Source: an optimization exercise on an open RTL-to-GDS flow (aim: small area). Production flows keep margins and buffers that such runs may drop. Where RTL was checked, it was by simulation tests only, not by an equivalence proof against the original. Power and IR drop assume default switching activity.

==> job 2123: inputs <==
## udp_rx_stack
module udp_rx_stack(
    input               i_clk               ,
    input               i_rst               ,
    input [31:0]        i_local_ip          ,
    input               i_local_ip_valid    ,
    input [15:0]        i_local_port        ,
    input               i_local_port_valid  ,
    input [7:0]         i_GMII_data         ,
    input               i_GMII_valid        ,
    output [47:0]       o_rec_src_mac       ,
    output              o_rec_src_valid     ,
    output              o_crc_error         ,
    output              o_crc_valid         ,
    output [7:0]        o_udp_data          ,
    output [15:0]       o_udp_len           ,
    output              o_udp_last          ,
    output              o_udp_valid         ,
    output [15:0]       o_icmp_seq          ,
    output              o_icmp_reply        ,
    output [47:0]       o_arp_mac           ,
    output [31:0]       o_arp_ip            ,
    output              o_arp_valid         ,
    output              o_arp_reply
);
export LEC_CHECK = 0
export CAP_MARGIN = 20
export CORE_MARGIN = 2
export CORE_UTILIZATION = 65
export SLEW_MARGIN = 20
create_clock -name core_clock -period 8.0 [get_ports {i_clk}]
standard.sh (not shown) runs the stock make flow with config.mk's settings and CLKGATE_MAP_FILE= SYNTH_SCRIPT=/design/flow/synth_recipe.tcl, a recipe that flattens the netlist after the stock synthesis.
==> flow/flow/run.sh <==
#!/bin/bash
set -euo pipefail
cd "$(dirname "$0")/.."
export BUFFER_PORTS_ARGS="-buffer_cell sky130_fd_sc_hd__buf_1"
export CTS_ARGS="-sink_clustering_enable -repair_clock_nets -dont_use_dummy_load -buf_list sky130_fd_sc_hd__clkbuf_4 -sink_clustering_size 10 -sink_clustering_max_diameter 50"
bash standard.sh finish > flow_make.log 2>&1
==> inputs of job 349, as changes to job 2123 <==
--- a/flow/design.v
+++ b/flow/design.v
@@ -203,45 +203,44 @@
         i0v <= 1'b0; i1v <= 1'b0; a0v <= 1'b0;
     end else begin
         i0v <= post_valid & is_ip;
         i1v <= i0v;
         a0v <= post_valid & is_arp;
     end
 end
 wire        i_end = i1v & ~i0v;      
-reg [10:0]  ic;
-wire        ic_run;
+reg [4:0]   ic;
 always @(posedge i_clk or posedge i_rst) begin
     if (i_rst)
-        ic <= 11'd0;
-    else if (ic_run) begin
-        if (ic != 11'd2047)
-            ic <= ic + 11'd1;
+        ic <= 5'd0;
+    else if (i0v | a0v) begin
+        if (ic != 5'd21)
+            ic <= ic + 5'd1;
     end else
-        ic <= 11'd0;
+        ic <= 5'd0;
 end
 reg [31:0]  local_ip;
 always @(posedge i_clk or posedge i_rst) begin
     if (i_rst)
         local_ip <= {8'd192, 8'd168, 8'd1, 8'd1};
     else if (i_local_ip_valid)
         local_ip <= i_local_ip;
 end
 reg [15:0]  ip_len;                  
 always @(posedge i_clk)
-    if (i0v && (ic == 11'd2 || ic == 11'd3))
+    if (i0v && (ic == 5'd2 || ic == 5'd3))
         ip_len <= {ip_len[7:0], s6};
 reg         t17, t1;                 
 always @(posedge i_clk)
-    if (i0v && ic == 11'd9) begin
+    if (i0v && ic == 5'd9) begin
         t17 <= s6 == 8'd17;
         t1  <= s6 == 8'd1;
     end
-wire        ip_hit = i1v && ic == 11'd20 && (t17 || t1) && {s10, s9, s8, s7} == local_ip;
+wire        ip_hit = i1v && ic == 5'd20 && (t17 || t1) && {s10, s9, s8, s7} == local_ip;
 reg         ipv;
 always @(posedge i_clk or posedge i_rst) begin
     if (i_rst)
         ipv <= 1'b0;
     else if (i_end)
         ipv <= 1'b0;
     else if (ip_hit)
         ipv <= 1'b1;
@@ -249,36 +248,38 @@
 reg [15:0]  local_port;
 always @(posedge i_clk or posedge i_rst) begin
     if (i_rst)
         local_port <= 16'h8080;
     else if (i_local_port_valid)
         local_port <= i_local_port;
 end
 reg         xv, xvd;
+reg [10:0]  xc;
 always @(posedge i_clk or posedge i_rst) begin
     if (i_rst) begin
         xv  <= 1'b0;
         xvd <= 1'b0;
+        xc  <= 11'd22;
     end else begin
         xv  <= ipv;
         xvd <= xv;
+        xc  <= xv ? xc + 11'd1 : 11'd22;
     end
 end
-assign      ic_run = i0v | a0v | ipv | xv;
 wire        uv     = xv & t17;
 wire        cv     = xv & t1;
 wire        u_in   = (xv | xvd) & t17;   
 reg [7:0]   u0;                      
 always @(posedge i_clk)
     if (ipv && t17)
         u0 <= s7;
 reg [15:0]  port;
 always @(posedge i_clk)
-    if (uv && (ic == 11'd24 || ic == 11'd25))
+    if (uv && (xc == 11'd24 || xc == 11'd25))
         port <= {port[7:0], u0};
 reg         len2, u_len;
 always @(posedge i_clk or posedge i_rst) begin
     if (i_rst)
         len2  <= 1'b0;
     else if (uv)
         len2 <= ip_len == 16'd22;
 end
@@ -287,53 +288,53 @@
 reg         ro_udp_valid, ro_udp_last;
 always @(posedge i_clk or posedge i_rst) begin
     if (i_rst) begin
         ro_udp_valid <= 1'b0;
         ro_udp_last  <= 1'b0;
     end else begin
         if (uv && !ipv)
             ro_udp_valid <= 1'b0;
-        else if (uv && ic == 11'd29 && port == local_port)
+        else if (uv && xc == 11'd29 && port == local_port)
             ro_udp_valid <= 1'b1;
-        ro_udp_last <= u_in ? {5'd0, ic} == ip_len : len2;
+        ro_udp_last <= u_in ? {5'd0, xc} == ip_len : len2;
     end
 end
 reg         type8, ro_icmp_reply;
 always @(posedge i_clk)
-    if (cv && ic == 11'd22)
+    if (cv && xc == 11'd22)
         type8 <= s8 == 8'd8;
 always @(posedge i_clk or posedge i_rst) begin
     if (i_rst)
         ro_icmp_reply <= 1'b0;
     else
-        ro_icmp_reply <= cv && ic == 11'd29 && type8;
+        ro_icmp_reply <= cv && xc == 11'd29 && type8;
 end
 reg         op12, op1;
 always @(posedge i_clk)
-    if (a0v && ic == 11'd7) begin
+    if (a0v && ic == 5'd7) begin
         op12 <= s7 == 8'd0 && (s6 == 8'd1 || s6 == 8'd2);
         op1  <= s7 == 8'd0 && s6 == 8'd1;
     end
 reg [47:0]  arp_mac;
 reg [31:0]  arp_ip;
 reg         ro_arp_valid, ro_arp_reply;
 always @(posedge i_clk or posedge i_rst) begin
     if (i_rst) begin
         arp_mac      <= 48'd0;
         arp_ip       <= 32'd0;
         ro_arp_valid <= 1'b0;
         ro_arp_reply <= 1'b0;
     end else begin
-        if (a0v && op12 && ic >= 11'd8 && ic <= 11'd13)
+        if (a0v && op12 && ic >= 5'd8 && ic <= 5'd13)
             arp_mac <= {arp_mac[39:0], s6};
-        if (a0v && op12 && ic >= 11'd14 && ic <= 11'd17)
+        if (a0v && op12 && ic >= 5'd14 && ic <= 5'd17)
             arp_ip <= {arp_ip[23:0], s6};
-        ro_arp_valid <= a0v && ic == 11'd17;
-        ro_arp_reply <= a0v && ic == 11'd18 && op1;
+        ro_arp_valid <= a0v && ic == 5'd17;
+        ro_arp_reply <= a0v && ic == 5'd18 && op1;
     end
 end
 assign o_rec_src_mac   = src_mac;
 assign o_rec_src_valid = src_valid;
 assign o_crc_error     = ro_crc_error;
 assign o_crc_valid     = ro_crc_valid;
 assign o_udp_data      = u0;
 assign o_udp_len       = u_len ? ip_len - 16'd28 : 16'hFFFA;
==> flow/flow/run.sh (replaced) <==
#!/bin/bash
set -euo pipefail
cd "$(dirname "$0")/.."
export BUFFER_PORTS_ARGS="-buffer_cell sky130_fd_sc_hd__buf_1"
export CTS_ARGS="-sink_clustering_enable -repair_clock_nets -dont_use_dummy_load -buf_list sky130_fd_sc_hd__clkbuf_4 -sink_clustering_size 10 -sink_clustering_max_diameter 50 "
bash standard.sh finish > flow_make.log 2>&1
- CORE_UTILIZATION: 65 -> 80
==> inputs of job 451, as changes to job 2123 <==
--- a/flow/design.v
+++ b/flow/design.v
@@ -203,45 +203,44 @@
         i0v <= 1'b0; i1v <= 1'b0; a0v <= 1'b0;
     end else begin
         i0v <= post_valid & is_ip;
         i1v <= i0v;
         a0v <= post_valid & is_arp;
     end
 end
 wire        i_end = i1v & ~i0v;      
-reg [10:0]  ic;
-wire        ic_run;
+reg [4:0]   ic;
 always @(posedge i_clk or posedge i_rst) begin
     if (i_rst)
-        ic <= 11'd0;
-    else if (ic_run) begin
-        if (ic != 11'd2047)
-            ic <= ic + 11'd1;
+        ic <= 5'd0;
+    else if (i0v | a0v) begin
+        if (ic != 5'd21)
+            ic <= ic + 5'd1;
     end else
-        ic <= 11'd0;
+        ic <= 5'd0;
 end
 reg [31:0]  local_ip;
 always @(posedge i_clk or posedge i_rst) begin
     if (i_rst)
         local_ip <= {8'd192, 8'd168, 8'd1, 8'd1};
     else if (i_local_ip_valid)
         local_ip <= i_local_ip;
 end
 reg [15:0]  ip_len;                  
 always @(posedge i_clk)
-    if (i0v && (ic == 11'd2 || ic == 11'd3))
+    if (i0v && (ic == 5'd2 || ic == 5'd3))
         ip_len <= {ip_len[7:0], s6};
 reg         t17, t1;                 
 always @(posedge i_clk)
-    if (i0v && ic == 11'd9) begin
+    if (i0v && ic == 5'd9) begin
         t17 <= s6 == 8'd17;
         t1  <= s6 == 8'd1;
     end
-wire        ip_hit = i1v && ic == 11'd20 && (t17 || t1) && {s10, s9, s8, s7} == local_ip;
+wire        ip_hit = i1v && ic == 5'd20 && (t17 || t1) && {s10, s9, s8, s7} == local_ip;
 reg         ipv;
 always @(posedge i_clk or posedge i_rst) begin
     if (i_rst)
         ipv <= 1'b0;
     else if (i_end)
         ipv <= 1'b0;
     else if (ip_hit)
         ipv <= 1'b1;
@@ -249,36 +248,38 @@
 reg [15:0]  local_port;
 always @(posedge i_clk or posedge i_rst) begin
     if (i_rst)
         local_port <= 16'h8080;
     else if (i_local_port_valid)
         local_port <= i_local_port;
 end
 reg         xv, xvd;
+reg [10:0]  xc;
 always @(posedge i_clk or posedge i_rst) begin
     if (i_rst) begin
         xv  <= 1'b0;
         xvd <= 1'b0;
+        xc  <= 11'd22;
     end else begin
         xv  <= ipv;
         xvd <= xv;
+        xc  <= xv ? xc + 11'd1 : 11'd22;
     end
 end
-assign      ic_run = i0v | a0v | ipv | xv;
 wire        uv     = xv & t17;
 wire        cv     = xv & t1;
 wire        u_in   = (xv | xvd) & t17;   
 reg [7:0]   u0;                      
 always @(posedge i_clk)
     if (ipv && t17)
         u0 <= s7;
 reg [15:0]  port;
 always @(posedge i_clk)
-    if (uv && (ic == 11'd24 || ic == 11'd25))
+    if (uv && (xc == 11'd24 || xc == 11'd25))
         port <= {port[7:0], u0};
 reg         len2, u_len;
 always @(posedge i_clk or posedge i_rst) begin
     if (i_rst)
         len2  <= 1'b0;
     else if (uv)
         len2 <= ip_len == 16'd22;
 end
@@ -287,53 +288,53 @@
 reg         ro_udp_valid, ro_udp_last;
 always @(posedge i_clk or posedge i_rst) begin
     if (i_rst) begin
         ro_udp_valid <= 1'b0;
         ro_udp_last  <= 1'b0;
     end else begin
         if (uv && !ipv)
             ro_udp_valid <= 1'b0;
-        else if (uv && ic == 11'd29 && port == local_port)
+        else if (uv && xc == 11'd29 && port == local_port)
             ro_udp_valid <= 1'b1;
-        ro_udp_last <= u_in ? {5'd0, ic} == ip_len : len2;
+        ro_udp_last <= u_in ? {5'd0, xc} == ip_len : len2;
     end
 end
 reg         type8, ro_icmp_reply;
 always @(posedge i_clk)
-    if (cv && ic == 11'd22)
+    if (cv && xc == 11'd22)
         type8 <= s8 == 8'd8;
 always @(posedge i_clk or posedge i_rst) begin
     if (i_rst)
         ro_icmp_reply <= 1'b0;
     else
-        ro_icmp_reply <= cv && ic == 11'd29 && type8;
+        ro_icmp_reply <= cv && xc == 11'd29 && type8;
 end
 reg         op12, op1;
 always @(posedge i_clk)
-    if (a0v && ic == 11'd7) begin
+    if (a0v && ic == 5'd7) begin
         op12 <= s7 == 8'd0 && (s6 == 8'd1 || s6 == 8'd2);
         op1  <= s7 == 8'd0 && s6 == 8'd1;
     end
 reg [47:0]  arp_mac;
 reg [31:0]  arp_ip;
 reg         ro_arp_valid, ro_arp_reply;
 always @(posedge i_clk or posedge i_rst) begin
     if (i_rst) begin
         arp_mac      <= 48'd0;
         arp_ip       <= 32'd0;
         ro_arp_valid <= 1'b0;
         ro_arp_reply <= 1'b0;
     end else begin
-        if (a0v && op12 && ic >= 11'd8 && ic <= 11'd13)
+        if (a0v && op12 && ic >= 5'd8 && ic <= 5'd13)
             arp_mac <= {arp_mac[39:0], s6};
-        if (a0v && op12 && ic >= 11'd14 && ic <= 11'd17)
+        if (a0v && op12 && ic >= 5'd14 && ic <= 5'd17)
             arp_ip <= {arp_ip[23:0], s6};
-        ro_arp_valid <= a0v && ic == 11'd17;
-        ro_arp_reply <= a0v && ic == 11'd18 && op1;
+        ro_arp_valid <= a0v && ic == 5'd17;
+        ro_arp_reply <= a0v && ic == 5'd18 && op1;
     end
 end
 assign o_rec_src_mac   = src_mac;
 assign o_rec_src_valid = src_valid;
 assign o_crc_error     = ro_crc_error;
 assign o_crc_valid     = ro_crc_valid;
 assign o_udp_data      = u0;
 assign o_udp_len       = u_len ? ip_len - 16'd28 : 16'hFFFA;
==> flow/flow/run.sh (replaced) <==
#!/bin/bash
set -euo pipefail
cd "$(dirname "$0")/.."
export BUFFER_PORTS_ARGS="-buffer_cell sky130_fd_sc_hd__buf_1"
export CTS_ARGS="-sink_clustering_enable -repair_clock_nets -dont_use_dummy_load -buf_list sky130_fd_sc_hd__clkbuf_4 -sink_clustering_size 10 -sink_clustering_max_diameter 50 "
bash standard.sh finish > flow_make.log 2>&1
==> inputs of job 5558, as changes to job 2123 <==
--- a/flow/design.v
+++ b/flow/design.v
@@ -81,21 +81,21 @@
     output              o_udp_valid         ,
     output [15:0]       o_icmp_seq          ,
     output              o_icmp_reply        ,
     output [47:0]       o_arp_mac           ,
     output [31:0]       o_arp_ip            ,
     output              o_arp_valid         ,
     output              o_arp_reply
 );
-reg [7:0]   s0, s1, s2, s3, s4, s5, s6, s7, s8, s9, s10;
+reg [7:0]   s0, s1, s2, s3, s4, s5, s6, s7, s8;
 always @(posedge i_clk) begin
     s0 <= i_GMII_data;
     s1 <= s0; s2 <= s1; s3 <= s2; s4 <= s3; s5 <= s4;
-    s6 <= s5; s7 <= s6; s8 <= s7; s9 <= s8; s10 <= s9;
+    s6 <= s5; s7 <= s6; s8 <= s7;
 end
 reg         v0, v1;
 always @(posedge i_clk or posedge i_rst) begin
     if (i_rst) begin
         v0 <= 1'b0;
         v1 <= 1'b0;
     end else begin
         v0 <= i_GMII_valid;
@@ -231,17 +231,17 @@
     if (i0v && (ic == 11'd2 || ic == 11'd3))
         ip_len <= {ip_len[7:0], s6};
 reg         t17, t1;                 
 always @(posedge i_clk)
     if (i0v && ic == 11'd9) begin
         t17 <= s6 == 8'd17;
         t1  <= s6 == 8'd1;
     end
-wire        ip_hit = i1v && ic == 11'd20 && (t17 || t1) && {s10, s9, s8, s7} == local_ip;
+wire        ip_hit = i1v && ic == 11'd20 && (t17 || t1) && {pb, s8, s7} == local_ip;
 reg         ipv;
 always @(posedge i_clk or posedge i_rst) begin
     if (i_rst)
         ipv <= 1'b0;
     else if (i_end)
         ipv <= 1'b0;
     else if (ip_hit)
         ipv <= 1'b1;
@@ -266,51 +266,51 @@
 assign      ic_run = i0v | a0v | ipv | xv;
 wire        uv     = xv & t17;
 wire        cv     = xv & t1;
 wire        u_in   = (xv | xvd) & t17;   
 reg [7:0]   u0;                      
 always @(posedge i_clk)
     if (ipv && t17)
         u0 <= s7;
-reg [15:0]  port;
+reg [15:0]  pb;
 always @(posedge i_clk)
-    if (uv && (ic == 11'd24 || ic == 11'd25))
-        port <= {port[7:0], u0};
+    if ((i0v && (ic == 11'd18 || ic == 11'd19)) ||
+        (uv  && (ic == 11'd24 || ic == 11'd25)) ||
+        (cv  && (ic == 11'd22 || ic == 11'd28 || ic == 11'd29)))
+        pb <= {pb[7:0], s8};
+wire        len_eq = {5'd0, ic} == ip_len;
 reg         len2, u_len;
 always @(posedge i_clk or posedge i_rst) begin
     if (i_rst)
         len2  <= 1'b0;
-    else if (uv)
-        len2 <= ip_len == 16'd22;
+    else if (uv && ic == 11'd22)      
+        len2 <= len_eq;
 end
 always @(posedge i_clk)
     u_len <= u_in;
 reg         ro_udp_valid, ro_udp_last;
 always @(posedge i_clk or posedge i_rst) begin
     if (i_rst) begin
         ro_udp_valid <= 1'b0;
         ro_udp_last  <= 1'b0;
     end else begin
         if (uv && !ipv)
             ro_udp_valid <= 1'b0;
-        else if (uv && ic == 11'd29 && port == local_port)
+        else if (uv && ic == 11'd29 && pb == local_port)
             ro_udp_valid <= 1'b1;
-        ro_udp_last <= u_in ? {5'd0, ic} == ip_len : len2;
+        ro_udp_last <= u_in ? len_eq : len2;
     end
 end
-reg         type8, ro_icmp_reply;
-always @(posedge i_clk)
-    if (cv && ic == 11'd22)
-        type8 <= s8 == 8'd8;
+reg         ro_icmp_reply;
 always @(posedge i_clk or posedge i_rst) begin
     if (i_rst)
         ro_icmp_reply <= 1'b0;
     else
-        ro_icmp_reply <= cv && ic == 11'd29 && type8;
+        ro_icmp_reply <= cv && ic == 11'd29 && pb[15:8] == 8'd8;
 end
 reg         op12, op1;
 always @(posedge i_clk)
     if (a0v && ic == 11'd7) begin
         op12 <= s7 == 8'd0 && (s6 == 8'd1 || s6 == 8'd2);
         op1  <= s7 == 8'd0 && s6 == 8'd1;
     end
 reg [47:0]  arp_mac;
@@ -334,15 +334,15 @@
 assign o_rec_src_mac   = src_mac;
 assign o_rec_src_valid = src_valid;
 assign o_crc_error     = ro_crc_error;
 assign o_crc_valid     = ro_crc_valid;
 assign o_udp_data      = u0;
 assign o_udp_len       = u_len ? ip_len - 16'd28 : 16'hFFFA;
 assign o_udp_last      = ro_udp_last;
 assign o_udp_valid     = ro_udp_valid;
-assign o_icmp_seq      = {s10, s9};
+assign o_icmp_seq      = pb;
 assign o_icmp_reply    = ro_icmp_reply;
 assign o_arp_mac       = arp_mac;
 assign o_arp_ip        = arp_ip;
 assign o_arp_valid     = ro_arp_valid;
 assign o_arp_reply     = ro_arp_reply;
 endmodule
==> flow/flow/run.sh (replaced) <==
#!/bin/bash
set -euo pipefail
cd "$(dirname "$0")/.."
export BUFFER_PORTS_ARGS="-buffer_cell sky130_fd_sc_hd__buf_1"
export CTS_ARGS="-sink_clustering_enable -repair_clock_nets -dont_use_dummy_load -buf_list sky130_fd_sc_hd__clkbuf_4 -sink_clustering_size 9 -sink_clustering_max_diameter 60"
bash standard.sh finish > flow_make.log 2>&1
==> summary of the runs <==
Utilization: job 2123 < job 451 < job 5558 < job 349.
Area after synthesis: job 349 is larger than job 2123 (about 1.4%).
Against job 451, the sequential power of job 5558 is smaller by about 5%.
Of job 2123 and job 349, job 349 has the higher power (gap 2.0%, measured against job 349).
In combinational power, job 349 and job 451 hardly differ.
Global-route usage: job 2123 < job 451 < job 5558 < job 349.
Worst setup slack, highest first: job 5558, job 451, job 349, job 2123.
Final cell count: job 349 < job 5558 < job 2123 < job 451.
Synthesized cell count is the same in job 451 and job 349.
For job 2123, job 349 and job 451, only the layout was checked, not whether the RTL still works.

-- afterwards: timing with drivers on the ports --
The results above use ideal ports. As a check the final layouts listed here were re-extracted and re-timed, cells and wires unchanged. Step 1 assumes that a clkbuf_16 drives the clock port and a buf_2 every other input. Step 2 times the ports against the registers' clock, not the clock port: input delays grow and output delays shrink by t, the midpoint of the rising clock arrivals with the driver on. Three values: no drivers, after step 1, after step 2; two values: the first two.
run | t, ns | setup slack, ns | worst setup path at the end | slew at the worst register clock pin (ns) | cell pins on the clock port's net
job 2123 | 0.685 | 3.111 / 3.067 / 3.752 | register to output | 0.11 / 0.11 | 1
job 349 | 0.688 | 3.804 / 3.764 / 4.452 | register to output | 0.11 / 0.11 | 1
job 451 | 0.697 | 3.813 / 3.769 / 4.466 | register to output | 0.11 / 0.11 | 1
job 5558 | 0.663 | 3.959 / 3.916 / 4.580 | register to output | 0.11 / 0.11 | 1
After both steps every run listed still meets setup and hold.
